Context: an optimization exercise on an open-source flow, tuned for small area and a short achievable clock period. The choices shown serve that exercise and are no tape-out recipe. RTL that was checked went through simulation tests only; none was proved equivalent to the original. Power is estimated from default activity; no workload was simulated. The flow treats the clock pin as an ideal source, which a real chip does not have.

==> module decoder, before the edit <==
module decoder (
    input  logic        test,
    input  logic [6:0]  k,         
    input  logic        csin,
    input  logic        rwbarin,
    input  logic [5:0]  address,
    output logic        wr_n,      
    output logic        idle_n,    
    output logic [63:0] rsel_n,    
    output logic [63:0] we,        
    output logic [63:0] we_n       
);
    logic       rd, wr;
    logic [7:0] lor_n, low_n, hir_n, hiw_n, lor, hir, low, hiw;
    rdwr rw (.test(test), .k6(k[6]), .csin(csin), .rwbarin(rwbarin),
             .rd(rd), .wr(wr), .wr_n(wr_n), .idle_n(idle_n));
    predecoder pr (.test(test), .k(k[5:0]), .address(address), .en(rd),
                   .lo_n(lor_n), .hi_n(hir_n));
    predecoder pw (.test(test), .k(k[5:0]), .address(address), .en(wr),
                   .lo_n(low_n), .hi_n(hiw_n));
    for (genvar i = 0; i < 8; i++) begin : g_i
        inv_gate u_l (.a(lor_n[i]), .y(lor[i]));
        inv_gate u_h (.a(hir_n[i]), .y(hir[i]));
        inv_gate v_l (.a(low_n[i]), .y(low[i]));
        inv_gate v_h (.a(hiw_n[i]), .y(hiw[i]));
    end
    for (genvar w = 0; w < 64; w++) begin : g_w
        nand2_gate u_r (.a(hir[w / 8]), .b(lor[w % 8]), .y(rsel_n[w]));
        nor2_gate u_w (.a(hiw_n[w / 8]), .b(low_n[w % 8]), .y(we[w]));
        nand2_gate v_w (.a(hiw[w / 8]), .b(low[w % 8]), .y(we_n[w]));
    end
endmodule
==> module ao22_gate, before the edit <==
module ao22_gate (
    input  logic a1, a2, b1, b2,
    output logic y
);
    assign y = (a1 & a2) | (b1 & b2);
endmodule
==> module bist, before the edit <==
module bist #(
    parameter size   = 6,
    parameter length = 8
) (
    input  logic             clk,
    input  logic             rst,
    input  logic             start,
    input  logic             csin,
    input  logic             rwbarin,
    input  logic             opr,
    input  logic [size-1:0]  address,
    input  logic [length-1:0] datain,
    output logic [length-1:0] dataout,
    output logic              fail
);
    logic       test;
    logic [9:0] k;
    always_ff @(posedge clk) begin
        if (rst)
            test <= 1'b0;
        else if (!test)
            test <= start;
        else if (&k)
            test <= 1'b0;
        k <= test ? k + 10'd1 : 10'd0;
    end
    logic [7:0] pat;
    pattern pgen (.k(k[9:7]), .pat(pat));
    logic        wr_n, idle_n;
    logic [63:0] rsel_n, we, we_n;
    logic [7:0]  din_n;
    decoder dec (
        .test    (test),
        .k       (k[6:0]),
        .csin    (csin),
        .rwbarin (rwbarin),
        .address (address),
        .wr_n    (wr_n),
        .idle_n  (idle_n),
        .rsel_n  (rsel_n),
        .we      (we),
        .we_n    (we_n)
    );
    dinmux dmux (.test(test), .pat(pat), .datain(datain), .din_n(din_n));
    logic [7:0] mem_n [0:63];
    logic [7:0] mem_n_nx [0:63];
    for (genvar w = 0; w < 64; w++) begin : g_m
        for (genvar b = 0; b < 8; b++) begin : g_b
            ao22_gate u (.a1(mem_n[w][b]), .a2(we_n[w]), .b1(din_n[b]), .b2(we[w]),
                         .y(mem_n_nx[w][b]));
        end
    end
    always_ff @(posedge clk)
        for (int w = 0; w < 64; w++)
            mem_n[w] <= mem_n_nx[w];
    logic [7:0] rdata, rdata_n, rdata_nx;
    assign rdata_n = ~rdata;
    for (genvar b = 0; b < 8; b++) begin : g_rd
        logic [63:0] col_n;
        for (genvar w = 0; w < 64; w++) begin : g_w
            assign col_n[w] = mem_n[w][b];
        end
        multiplexer mux (
            .d_n      (col_n),
            .rsel_n   (rsel_n),
            .din_n    (din_n[b]),
            .wr_n     (wr_n),
            .q_n      (rdata_n[b]),
            .idle_n   (idle_n),
            .out      (rdata_nx[b])
        );
    end
    always_ff @(posedge clk)
        rdata <= rdata_nx;
    logic [7:0] rdata_t, rdata_i;
    assign rdata_t = rdata & {8{test & k[6]}};
    assign rdata_i = rdata & {8{~test}};
    for (genvar b = 0; b < 8; b++) begin : g_out
        dout_gate u (.t(rdata_t[b]), .n(rdata_i[b]), .csin(csin), .rwbarin(rwbarin),
                     .y(dataout[b]));
    end
    always_ff @(posedge clk)
        fail <= test && k[6] && opr && (rdata != pat);
endmodule
Settings: LEC_CHECK=0, CAP_MARGIN=20, CORE_MARGIN=2, CORE_UTILIZATION=50, PLACE_DENSITY=0.65, SETUP_SLACK_MARGIN=3.0, SLEW_MARGIN=20, SYNTH_HIERARCHICAL=1, TNS_END_PERCENT=0; clock period 5.5 ns.
standard.sh (not shown) runs the stock make flow with config.mk's settings and CLKGATE_MAP_FILE= SYNTH_SCRIPT=/design/flow/synth_recipe.tcl, a recipe that flattens the netlist after the stock synthesis.
==> flow/flow/run.sh <==
#!/bin/bash
# The standard layout (standard.sh), with plain buffers on the ports instead of
# the delay cells buffer_ports picks by default, and no dummy clock loads in CTS.
set -euo pipefail
export BUFFER_PORTS_ARGS="-buffer_cell sky130_fd_sc_hd__buf_2"
export CTS_ARGS="-sink_clustering_enable -repair_clock_nets -sink_clustering_size 30 -sink_clustering_max_diameter 100 -dont_use_dummy_load"
bash standard.sh > standard.log 2>&1
The starting point ran to the end with no violations.
==> next run, changes <==
--- a/flow/design.v
+++ b/flow/design.v
@@ -83,33 +83,29 @@
     input  logic        csin,
     input  logic        rwbarin,
     input  logic [5:0]  address,
     output logic        wr_n,      
     output logic        idle_n,    
     output logic [63:0] rsel_n,    
-    output logic [63:0] we,        
-    output logic [63:0] we_n       
+    output logic [63:0] we         
 );
     logic       rd, wr;
-    logic [7:0] lor_n, low_n, hir_n, hiw_n, lor, hir, low, hiw;
+    logic [7:0] lor_n, low_n, hir_n, hiw_n, lor, hir;
     rdwr rw (.test(test), .k6(k[6]), .csin(csin), .rwbarin(rwbarin),
              .rd(rd), .wr(wr), .wr_n(wr_n), .idle_n(idle_n));
     predecoder pr (.test(test), .k(k[5:0]), .address(address), .en(rd),
                    .lo_n(lor_n), .hi_n(hir_n));
     predecoder pw (.test(test), .k(k[5:0]), .address(address), .en(wr),
                    .lo_n(low_n), .hi_n(hiw_n));
     for (genvar i = 0; i < 8; i++) begin : g_i
         inv_gate u_l (.a(lor_n[i]), .y(lor[i]));
         inv_gate u_h (.a(hir_n[i]), .y(hir[i]));
-        inv_gate v_l (.a(low_n[i]), .y(low[i]));
-        inv_gate v_h (.a(hiw_n[i]), .y(hiw[i]));
     end
     for (genvar w = 0; w < 64; w++) begin : g_w
         nand2_gate u_r (.a(hir[w / 8]), .b(lor[w % 8]), .y(rsel_n[w]));
         nor2_gate u_w (.a(hiw_n[w / 8]), .b(low_n[w % 8]), .y(we[w]));
-        nand2_gate v_w (.a(hiw[w / 8]), .b(low[w % 8]), .y(we_n[w]));
     end
 endmodule
 module nand4_gate (
     input  logic a, b, c, d,
     output logic y
 );
@@ -130,18 +126,12 @@
 module nor2_gate (
     input  logic a,
     input  logic b,
     output logic y
 );
     assign y = ~(a | b);
-endmodule
-module ao22_gate (
-    input  logic a1, a2, b1, b2,
-    output logic y
-);
-    assign y = (a1 & a2) | (b1 & b2);
 endmodule
 module oai22_gate (
     input  logic a1, a2, b1, b2,
     output logic y
 );
     assign y = ~((a1 | a2) & (b1 | b2));
@@ -224,38 +214,31 @@
             test <= 1'b0;
         k <= test ? k + 10'd1 : 10'd0;
     end
     logic [7:0] pat;
     pattern pgen (.k(k[9:7]), .pat(pat));
     logic        wr_n, idle_n;
-    logic [63:0] rsel_n, we, we_n;
+    logic [63:0] rsel_n, we;
     logic [7:0]  din_n;
     decoder dec (
         .test    (test),
         .k       (k[6:0]),
         .csin    (csin),
         .rwbarin (rwbarin),
         .address (address),
         .wr_n    (wr_n),
         .idle_n  (idle_n),
         .rsel_n  (rsel_n),
-        .we      (we),
-        .we_n    (we_n)
+        .we      (we)
     );
     dinmux dmux (.test(test), .pat(pat), .datain(datain), .din_n(din_n));
     logic [7:0] mem_n [0:63];
-    logic [7:0] mem_n_nx [0:63];
-    for (genvar w = 0; w < 64; w++) begin : g_m
-        for (genvar b = 0; b < 8; b++) begin : g_b
-            ao22_gate u (.a1(mem_n[w][b]), .a2(we_n[w]), .b1(din_n[b]), .b2(we[w]),
-                         .y(mem_n_nx[w][b]));
-        end
-    end
     always_ff @(posedge clk)
         for (int w = 0; w < 64; w++)
-            mem_n[w] <= mem_n_nx[w];
+            if (we[w])
+                mem_n[w] <= din_n;
     logic [7:0] rdata, rdata_n, rdata_nx;
     assign rdata_n = ~rdata;
     for (genvar b = 0; b < 8; b++) begin : g_rd
         logic [63:0] col_n;
         for (genvar w = 0; w < 64; w++) begin : g_w
             assign col_n[w] = mem_n[w][b];
Routed wire length shrinks by about a fifth.
Via count came out lower by a quarter to a third.
Setup slack improves by 0.12 ns.
Fmax increases by a few percent.
Synthesized area is higher slightly.
Final area rises by a few percent.
Core utilization went up by 1.1 points.
No functional check of the RTL was part of the second run of this note.


RTL: one of the versions met above, not the one the previous note started from.
Size in the first run: roughly 1300 cells after synthesis, roughly 29 I/O pins.
==> flow/design.v (excerpt) <==
module bist #(
    parameter size   = 6,
    parameter length = 8
) (
    input  logic             clk,
    input  logic             rst,
    input  logic             start,
    input  logic             csin,
    input  logic             rwbarin,
    input  logic             opr,
    input  logic [size-1:0]  address,
    input  logic [length-1:0] datain,
    output logic [length-1:0] dataout,
    output logic              fail
);
==> module rdwr, before the edit <==
module rdwr (
    input  logic test,
    input  logic k6,
    input  logic csin,
    input  logic rwbarin,
    output logic rd,
    output logic wr,
    output logic wr_n,     
    output logic idle_n    
);
    assign rd   = test ? k6 : (csin & rwbarin);
    assign wr_n   = test ? k6 : ~(csin & ~rwbarin);
    assign wr   = test ? ~k6 : (csin & ~rwbarin);
    assign idle_n = test | csin;
endmodule
==> module pattern, before the edit <==
module pattern (
    input  logic [2:0] k,
    output logic [7:0] pat
);
    always_comb begin
        case (k)
            3'd0: pat = 8'hAA;
            3'd1: pat = 8'h55;
            3'd2: pat = 8'hF0;
            3'd3: pat = 8'h0F;
            3'd4: pat = 8'h00;
            3'd5: pat = 8'hFF;
            3'd6: pat = 8'hCC;
            default: pat = 8'h33;
        endcase
    end
endmodule
==> module decoder, before the edit <==
module decoder (
    input  logic        test,
    input  logic [6:0]  k,         
    input  logic        csin,
    input  logic        rwbarin,
    input  logic [5:0]  address,
    output logic        wr_n,      
    output logic        idle_n,    
    output logic [63:0] rsel_n,    
    output logic [63:0] we         
);
    logic       rd, wr;
    logic [7:0] lor_n, low_n, hir_n, hiw_n, lor, hir;
    rdwr rw (.test(test), .k6(k[6]), .csin(csin), .rwbarin(rwbarin),
             .rd(rd), .wr(wr), .wr_n(wr_n), .idle_n(idle_n));
    predecoder pr (.test(test), .k(k[5:0]), .address(address), .en(rd),
                   .lo_n(lor_n), .hi_n(hir_n));
    predecoder pw (.test(test), .k(k[5:0]), .address(address), .en(wr),
                   .lo_n(low_n), .hi_n(hiw_n));
    for (genvar i = 0; i < 8; i++) begin : g_i
        inv_gate u_l (.a(lor_n[i]), .y(lor[i]));
        inv_gate u_h (.a(hir_n[i]), .y(hir[i]));
    end
    for (genvar w = 0; w < 64; w++) begin : g_w
        nand2_gate u_r (.a(hir[w / 8]), .b(lor[w % 8]), .y(rsel_n[w]));
        nor2_gate u_w (.a(hiw_n[w / 8]), .b(low_n[w % 8]), .y(we[w]));
    end
endmodule
==> module multiplexer, before the edit <==
module multiplexer (
    input  logic [63:0] d_n,       
    input  logic [63:0] rsel_n,
    input  logic        din_n,     
    input  logic        wr_n,
    input  logic        q_n,       
    input  logic        idle_n,
    output logic        out
);
    logic [65:0] s_n, v_n;
    assign s_n = {idle_n, wr_n, rsel_n};
    assign v_n = {q_n, din_n, d_n};
    logic [32:0] t;      
    for (genvar i = 0; i < 33; i++) begin : g_t
        oai22_gate u (
            .a1(s_n[2*i]),   .a2(v_n[2*i]),
            .b1(s_n[2*i+1]), .b2(v_n[2*i+1]),
            .y(t[i])
        );
    end
    logic [16:0] x_n;    
    for (genvar i = 0; i < 16; i++) begin : g_x
        nor2_gate g (.a(t[2*i]), .b(t[2*i+1]), .y(x_n[i]));
    end
    inv_gate g_x16 (.a(t[32]), .y(x_n[16]));
    logic [4:0] u;       
    for (genvar i = 0; i < 3; i++) begin : g_u
        nand4_gate g (.a(x_n[4*i]), .b(x_n[4*i+1]), .c(x_n[4*i+2]), .d(x_n[4*i+3]), .y(u[i]));
    end
    nand3_gate g_u3 (.a(x_n[12]), .b(x_n[13]), .c(x_n[14]), .y(u[3]));
    nand2_gate g_u4 (.a(x_n[15]), .b(x_n[16]), .y(u[4]));
    logic [2:0] y_n;     
    nor2_gate g_y0 (.a(u[0]), .b(u[1]), .y(y_n[0]));
    nor2_gate g_y1 (.a(u[2]), .b(u[3]), .y(y_n[1]));
    inv_gate  g_y2 (.a(u[4]), .y(y_n[2]));
    nand3_gate g_out (.a(y_n[0]), .b(y_n[1]), .c(y_n[2]), .y(out));
endmodule
==> module bist, before the edit <==
module bist #(
    parameter size   = 6,
    parameter length = 8
) (
    input  logic             clk,
    input  logic             rst,
    input  logic             start,
    input  logic             csin,
    input  logic             rwbarin,
    input  logic             opr,
    input  logic [size-1:0]  address,
    input  logic [length-1:0] datain,
    output logic [length-1:0] dataout,
    output logic              fail
);
    logic       test;
    logic [9:0] k;
    always_ff @(posedge clk) begin
        if (rst)
            test <= 1'b0;
        else if (!test)
            test <= start;
        else if (&k)
            test <= 1'b0;
        k <= test ? k + 10'd1 : 10'd0;
    end
    logic [7:0] pat;
    pattern pgen (.k(k[9:7]), .pat(pat));
    logic        wr_n, idle_n;
    logic [63:0] rsel_n, we;
    logic [7:0]  din_n;
    decoder dec (
        .test    (test),
        .k       (k[6:0]),
        .csin    (csin),
        .rwbarin (rwbarin),
        .address (address),
        .wr_n    (wr_n),
        .idle_n  (idle_n),
        .rsel_n  (rsel_n),
        .we      (we)
    );
    dinmux dmux (.test(test), .pat(pat), .datain(datain), .din_n(din_n));
    logic [7:0] mem_n [0:63];
    always_ff @(posedge clk)
        for (int w = 0; w < 64; w++)
            if (we[w])
                mem_n[w] <= din_n;
    logic [7:0] rdata, rdata_n, rdata_nx;
    assign rdata_n = ~rdata;
    for (genvar b = 0; b < 8; b++) begin : g_rd
        logic [63:0] col_n;
        for (genvar w = 0; w < 64; w++) begin : g_w
            assign col_n[w] = mem_n[w][b];
        end
        multiplexer mux (
            .d_n      (col_n),
            .rsel_n   (rsel_n),
            .din_n    (din_n[b]),
            .wr_n     (wr_n),
            .q_n      (rdata_n[b]),
            .idle_n   (idle_n),
            .out      (rdata_nx[b])
        );
    end
    always_ff @(posedge clk)
        rdata <= rdata_nx;
    logic [7:0] rdata_t, rdata_i;
    assign rdata_t = rdata & {8{test & k[6]}};
    assign rdata_i = rdata & {8{~test}};
    for (genvar b = 0; b < 8; b++) begin : g_out
        dout_gate u (.t(rdata_t[b]), .n(rdata_i[b]), .csin(csin), .rwbarin(rwbarin),
                     .y(dataout[b]));
    end
    always_ff @(posedge clk)
        fail <= test && k[6] && opr && (rdata != pat);
endmodule
clock: 5.5 ns
lec_check: 0
cap_margin: 20
core_margin: 2
core_utilization: 50
place_density: 0.65
setup_slack_margin: 3.0
slew_margin: 20
synth_hierarchical: 1
tns_end_percent: 10
Scripts as last shown in full above: flow/flow/run.sh
The baseline produced a clean layout.
Rerun with:
--- a/flow/design.v
+++ b/flow/design.v
@@ -40,22 +40,26 @@
     input  logic k6,
     input  logic csin,
     input  logic rwbarin,
     output logic rd,
     output logic wr,
-    output logic wr_n,     
+    output logic wrt_n,    
+    output logic wrn_n,    
     output logic idle_n    
 );
     assign rd   = test ? k6 : (csin & rwbarin);
-    assign wr_n   = test ? k6 : ~(csin & ~rwbarin);
+    assign wrt_n  = ~(test & ~k6);
+    assign wrn_n  = ~(~test & csin & ~rwbarin);
     assign wr   = test ? ~k6 : (csin & ~rwbarin);
     assign idle_n = test | csin;
 endmodule
 module pattern (
     input  logic [2:0] k,
-    output logic [7:0] pat
-);
+    output logic [7:0] pat,
+    output logic [7:0] pat_n
+);
+    assign pat_n = ~pat;
     always_comb begin
         case (k)
             3'd0: pat = 8'hAA;
             3'd1: pat = 8'h55;
             3'd2: pat = 8'hF0;
@@ -81,19 +85,20 @@
     input  logic        test,
     input  logic [6:0]  k,         
     input  logic        csin,
     input  logic        rwbarin,
     input  logic [5:0]  address,
-    output logic        wr_n,      
+    output logic        wrt_n,     
+    output logic        wrn_n,     
     output logic        idle_n,    
     output logic [63:0] rsel_n,    
     output logic [63:0] we         
 );
     logic       rd, wr;
     logic [7:0] lor_n, low_n, hir_n, hiw_n, lor, hir;
     rdwr rw (.test(test), .k6(k[6]), .csin(csin), .rwbarin(rwbarin),
-             .rd(rd), .wr(wr), .wr_n(wr_n), .idle_n(idle_n));
+             .rd(rd), .wr(wr), .wrt_n(wrt_n), .wrn_n(wrn_n), .idle_n(idle_n));
     predecoder pr (.test(test), .k(k[5:0]), .address(address), .en(rd),
                    .lo_n(lor_n), .hi_n(hir_n));
     predecoder pw (.test(test), .k(k[5:0]), .address(address), .en(wr),
                    .lo_n(low_n), .hi_n(hiw_n));
     for (genvar i = 0; i < 8; i++) begin : g_i
@@ -143,32 +148,34 @@
     assign y = ~a;
 endmodule
 module multiplexer (
     input  logic [63:0] d_n,       
     input  logic [63:0] rsel_n,
-    input  logic        din_n,     
-    input  logic        wr_n,
+    input  logic        pat_n,
+    input  logic        wrt_n,
+    input  logic        datain_n,
+    input  logic        wrn_n,
     input  logic        q_n,       
     input  logic        idle_n,
     output logic        out
 );
-    logic [65:0] s_n, v_n;
-    assign s_n = {idle_n, wr_n, rsel_n};
-    assign v_n = {q_n, din_n, d_n};
-    logic [32:0] t;      
+    logic [66:0] s_n, v_n;
+    assign s_n = {idle_n, wrn_n, wrt_n, rsel_n};
+    assign v_n = {q_n, datain_n, pat_n, d_n};
+    logic [33:0] t;      
     for (genvar i = 0; i < 33; i++) begin : g_t
         oai22_gate u (
             .a1(s_n[2*i]),   .a2(v_n[2*i]),
             .b1(s_n[2*i+1]), .b2(v_n[2*i+1]),
             .y(t[i])
         );
     end
+    nor2_gate g_t33 (.a(s_n[66]), .b(v_n[66]), .y(t[33]));
     logic [16:0] x_n;    
-    for (genvar i = 0; i < 16; i++) begin : g_x
+    for (genvar i = 0; i < 17; i++) begin : g_x
         nor2_gate g (.a(t[2*i]), .b(t[2*i+1]), .y(x_n[i]));
     end
-    inv_gate g_x16 (.a(t[32]), .y(x_n[16]));
     logic [4:0] u;       
     for (genvar i = 0; i < 3; i++) begin : g_u
         nand4_gate g (.a(x_n[4*i]), .b(x_n[4*i+1]), .c(x_n[4*i+2]), .d(x_n[4*i+3]), .y(u[i]));
     end
     nand3_gate g_u3 (.a(x_n[12]), .b(x_n[13]), .c(x_n[14]), .y(u[3]));
@@ -212,44 +219,48 @@
             test <= start;
         else if (&k)
             test <= 1'b0;
         k <= test ? k + 10'd1 : 10'd0;
     end
-    logic [7:0] pat;
-    pattern pgen (.k(k[9:7]), .pat(pat));
-    logic        wr_n, idle_n;
+    logic [7:0] pat, pat_n;
+    pattern pgen (.k(k[9:7]), .pat(pat), .pat_n(pat_n));
+    logic        wrt_n, wrn_n, idle_n;
     logic [63:0] rsel_n, we;
     logic [7:0]  din_n;
     decoder dec (
         .test    (test),
         .k       (k[6:0]),
         .csin    (csin),
         .rwbarin (rwbarin),
         .address (address),
-        .wr_n    (wr_n),
+        .wrt_n   (wrt_n),
+        .wrn_n   (wrn_n),
         .idle_n  (idle_n),
         .rsel_n  (rsel_n),
         .we      (we)
     );
     dinmux dmux (.test(test), .pat(pat), .datain(datain), .din_n(din_n));
     logic [7:0] mem_n [0:63];
     always_ff @(posedge clk)
         for (int w = 0; w < 64; w++)
             if (we[w])
                 mem_n[w] <= din_n;
-    logic [7:0] rdata, rdata_n, rdata_nx;
+    logic [7:0] datain_n, rdata, rdata_n, rdata_nx;
     assign rdata_n = ~rdata;
     for (genvar b = 0; b < 8; b++) begin : g_rd
         logic [63:0] col_n;
         for (genvar w = 0; w < 64; w++) begin : g_w
             assign col_n[w] = mem_n[w][b];
         end
+        inv_gate ui (.a(datain[b]), .y(datain_n[b]));
         multiplexer mux (
             .d_n      (col_n),
             .rsel_n   (rsel_n),
-            .din_n    (din_n[b]),
-            .wr_n     (wr_n),
+            .pat_n    (pat_n[b]),
+            .wrt_n    (wrt_n),
+            .datain_n (datain_n[b]),
+            .wrn_n    (wrn_n),
             .q_n      (rdata_n[b]),
             .idle_n   (idle_n),
             .out      (rdata_nx[b])
         );
     end
Via count rises by 2.9%.
Die area rises by 0.56%.
Total power rises by 0.74%.
Clock power rises by about 3%.
Register-to-register slack hardly moves.
Design area rises by 2.6%.
Clock skew rises by 24 ps.
Sequential share of layout area falls by 1.8 points.
Setup slack got worse by 22 ps.
Count of clock-buffer cells in the layout rises by 1.
Wire length rises by about 0.4%.
No functional check of the RTL was part of the first run of this note.

-- what the ideal ports hide --
No port has a modelled driver above. Below, the same layouts with a new extraction and two added sets of constraints.
Step 1: set_driving_cell puts a clkbuf_16 on clk and a buf_2 on each other input, an assumption about the parent block.
Step 2 times the ports against the registers' clock, not the clock port: input delays grow and output delays shrink by t, the midpoint of the rising clock arrivals with the driver on.
Three values: ideal ports, drivers, drivers and shift; two values: the first two.
| run | t (ns) | setup slack, ns | slew at the worst register clock pin (ns) | cell pins on the clock port's net |
|---|---|---|---|---|
| the first run of note 1 | 0.619 | 2.692 / 2.725 / 2.106 | 0.12 / 0.12 | 1 |
| the second run of note 1 | 0.605 | 2.809 / 2.758 / 2.246 | 0.11 / 0.11 | 1 |
| the first run of note 2 | 0.609 | 2.767 / 2.767 / 2.254 | 0.11 / 0.11 | 1 |
| the second run of note 2 | 0.601 | 2.745 / 2.762 / 2.171 | 0.11 / 0.11 | 1 |
After both steps every run listed still meets setup and hold. The setup slack of the first run of note 1, which loses most, moves by +0.033 ns with the drivers and by -0.586 ns with both steps.
